Background: an optimization exercise with open tools, aiming at small area and a short achievable clock period. Do not read the settings as production practice.
Function was checked by simulation only, so behaviour that the tests miss may differ from the original.

// mac_acc_sigmoid
module mac_acc_sigmoid(
  input clk2,
  input rst2,
  input [127:0] pixelsIn,
  input [127:0] weightsIn,
  input [7:0] b,
  output [7:0] dout);
Size in the first run: about 3300 cells after synthesis, roughly 270 I/O pins, roughly 0.031 mm2 of cells after synthesis.
Settings: LEC_CHECK=0, ABC_AREA=1, CAP_MARGIN=20, CORE_MARGIN=2, CORE_UTILIZATION=40, GPL_ROUTABILITY_DRIVEN=0, SETUP_SLACK_MARGIN=4.6, SLEW_MARGIN=20, SYNTH_HIERARCHICAL=1; clock period 11.5 ns.
run.sh (not shown) runs the stock make flow with config.mk's settings and CLKGATE_MAP_FILE= SYNTH_SCRIPT=/design/flow/synth_recipe.tcl, a recipe that flattens the netlist after the stock synthesis.
Edit:
CORE_UTILIZATION = 35   (was 40)
SETUP_SLACK_MARGIN = 4.45   (was 4.6)
The new run ran to the end with no violations.
Flip-flop and latch count is unchanged.
Global-route usage fell by 4.4 points.
Sequential share of layout area hardly moves.
Core utilization goes down by 6.7 points.
Setup slack loses 0.016 ns.
Clock skew goes up by 0.010 ns.
Worst hold slack improved by 0.0049 ns.
Maximum frequency hardly moves.
Edit:
CORE_UTILIZATION = 47   (was 35)
Result: First-iteration DRC count climbs by a quarter to a third; worst setup slack gets worse by 0.031 ns; count of clock-buffer cells in the layout stays the same; area after synthesis is unchanged; non-clock buffer count climbs by 7.
Edit:
CORE_UTILIZATION = 40   (was 47)
SETUP_SLACK_MARGIN = 4.3   (was 4.45)
First-iteration DRC count shrinks by 14%. Die area increases by 17%. Clock skew stays flat. Hold slack improves by 0.0051 ns.

---

## oak
Another version of the RTL of mac_acc_sigmoid (not shown whole).
Size: ~3400 cells after synthesis, ~270 I/O pins, roughly 31000 sq um of cells after synthesis.
make LEC_CHECK=0 ABC_AREA=1 CAP_MARGIN=20 CORE_MARGIN=2 CORE_UTILIZATION=40 SETUP_SLACK_MARGIN=4.45 SLEW_MARGIN=20 SYNTH_HIERARCHICAL=1 TNS_END_PERCENT=10 finish   # period 11.5 ns
oak has completed all stages; timing, DRC and antenna checks passed.
The following lists how pine was set up differently from oak:
Settings: clearing TNS_END_PERCENT, which used to be 10; swapping 4.45 for 4.3 in SETUP_SLACK_MARGIN.
==> comparison <==
Per the comparison of pine with oak, cell count after placement roughly the same, final cell area excluding filler cells lower, multi-input combinational cell count roughly the same, relative area change from synthesis to final layout lower.
Number of buffers outside the clock class in the layout on pine is down relative to oak.
For the global-route usage, pine came in 0.38 points higher than oak did.
Going from oak to pine, detail-routed net length per standard cell grew slightly.
The setup slack of pine is larger than that of oak.
From oak to pine, die area did not move at all.
On first-pass GRT wire length: between oak and pine, it ends up lower for oak.
### pine -> birch
Settings: changing SETUP_SLACK_MARGIN from 4.3 to 4.45.
==> comparison <==
birch vs pine — total length of routed wires rose 0.68%. On vias after detailed routing, birch and pine are neck and neck. Final setup slack of the worst path in birch is 0.095 ns above pine. birch ended up with sky130_fd_sc_hd__fa_2 as its cell type of the slowest stage on the worst timing path; pine ended up with sky130_fd_sc_hd__fa_1. Looking only at number of design-rule violations left by the first detailed-router iteration, and setting everything else aside, the lower value of birch and pine goes to birch. Summary — buffer count from post-CTS setup fixing, birch relative to pine: higher, by 10. Fraction of area in registers essentially unchanged between birch and pine. Taking pine as the reference, in birch achievable clock frequency has increased, wire length of the first global-routing pass has increased, share of the clock period used by the worst path after layout has decreased.
### birch -> maple
Settings: SETUP_SLACK_MARGIN changed from 4.45 to 4.3; PLACE_DENSITY newly set to 0.75.
Findings:
Delta (maple minus birch): number of multi-input logic gates comparable; final design utilization now smaller; setup slack now smaller. Going from birch to maple, number of global-route vias before repair went up 619; average wire per cell in the routed design now smaller.

---

Another version of the RTL of mac_acc_sigmoid (not shown whole).
Size: roughly 3400 cells after synthesis, roughly 270 I/O pins.
Settings: LEC_CHECK=0, ABC_AREA=1, CAP_MARGIN=20, CORE_MARGIN=2, CORE_UTILIZATION=40, SETUP_SLACK_MARGIN=4.6, SLEW_MARGIN=20, SYNTH_HIERARCHICAL=1; clock period 11.5 ns.
Then changed:
--- a/flow/config.mk
+++ b/flow/config.mk
@@ -9,5 +9,6 @@
 export CAP_MARGIN = 20
 export CORE_MARGIN = 2
-export CORE_UTILIZATION = 40
+export CORE_UTILIZATION = 55
+export PLACE_DENSITY = 0.7
 export SETUP_SLACK_MARGIN = 4.6
 export SLEW_MARGIN = 20
Effect:
- sequential share of layout area is about the same
- via count rose by about 10%
- final area rose by 2.4%
- fmax fell by 1.2%
- worst hold slack is worse by 0.014 ns
- core utilization rose by 19 points
- global-route usage rose by 15 points
- critical path depth stays the same
- flip-flop and latch count does not change

---

Another version of the RTL of mac_acc_sigmoid (not shown whole).
Size in the first run: about 3400 cells after synthesis, roughly 270 I/O pins.
==> flow/design.v (excerpt) <==
module mac_acc_sigmoid(
  input clk2,
  input rst2,
  input [127:0] pixelsIn,
  input [127:0] weightsIn,
  input [7:0] b,
  output [7:0] dout);
clock: 11.5 ns
lec_check: 0
abc_area: 1
cap_margin: 20
core_margin: 2
core_utilization: 40
setup_slack_margin: 4
slew_margin: 20
synth_hierarchical: 1
Change:
--- a/flow/config.mk
+++ b/flow/config.mk
@@ -6,5 +6,5 @@
 export NUM_CORES = 4
 export LEC_CHECK = 0
-export ABC_AREA = 1
+export ABC_CLOCK_PERIOD_IN_PS = 7000
 export CAP_MARGIN = 20
 export CORE_MARGIN = 2
Non-clock buffer count is higher by 22.
Final area is about the same.
Clock skew stays flat.
Core utilization is higher by 1.5 points.
Routed wire length is higher by 8.5%.
Synthesized area is lower by 2.8%.
Via count is lower by 2.7%.
Die area is lower by 2.8%.
Cell count is lower by 10%.

==> what the ideal ports hide <==
The results above use ideal ports. As a check the final layouts listed here were re-extracted and re-timed, cells and wires unchanged. Step 1: set_driving_cell puts a clkbuf_16 on clk2 and a buf_2 on each other input, an assumption about the parent block. Step 2, shift: input delay + t, output delay - t, t = (earliest + latest rising clock arrival at the registers) / 2. This alone moves slack from input paths to output paths. Three values: ideal ports, drivers, drivers and shift; two values: the first two.
run | t, ns | setup slack, ns | hold WS [ns] | slew at the worst register clock pin (ns) | worst data-port slew with drivers (ns)
the first run of note 1 | 0.432 | 4.449 / 4.411 / 3.979 | 0.451 / 0.451 / 0.451 | 0.07 / 0.07 | 0.11
the second run of note 1 | 0.444 | 4.433 / 4.396 / 3.952 | 0.456 / 0.456 / 0.456 | 0.08 / 0.08 | 0.15
the third run of note 1 | 0.443 | 4.402 / 4.415 / 3.973 | 0.456 / 0.456 / 0.456 | 0.08 / 0.08 | 0.10
the fourth run of note 1 | 0.434 | 4.268 / 4.295 / 3.860 | 0.461 / 0.461 / 0.461 | 0.07 / 0.07 | 0.10
oak | 0.432 | 4.247 / 4.255 / 3.823 | 0.456 / 0.456 / 0.456 | 0.09 / 0.09 | 0.10
pine | 0.433 | 4.347 / 4.320 / 3.887 | 0.453 / 0.453 / 0.453 | 0.08 / 0.08 | 0.11
birch | 0.451 | 4.442 / 4.442 / 3.992 | 0.458 / 0.458 / 0.458 | 0.08 / 0.08 | 0.09
maple | 0.448 | 4.297 / 4.329 / 3.881 | 0.449 / 0.449 / 0.449 | 0.08 / 0.08 | 0.11
the first run of note 3 | 0.443 | 4.519 / 4.473 / 4.030 | 0.465 / 0.465 / 0.465 | 0.09 / 0.09 | 0.11
the second run of note 3 | 0.425 | 4.432 / 4.426 / 4.001 | 0.452 / 0.452 / 0.452 | 0.08 / 0.08 | 0.11
the first run of note 4 | 0.384 | 3.978 / 3.944 / 3.560 | 0.453 / 0.453 / 0.453 | 0.11 / 0.11 | 0.13
the second run of note 4 | 0.403 | 3.996 / 3.954 / 3.551 | 0.457 / 0.457 / 0.457 | 0.10 / 0.10 | 0.10
After both steps every run listed still meets setup and hold. For the first run of note 3, which loses most, drivers alone change the setup slack by -0.046 ns; drivers and shift together by -0.489 ns.
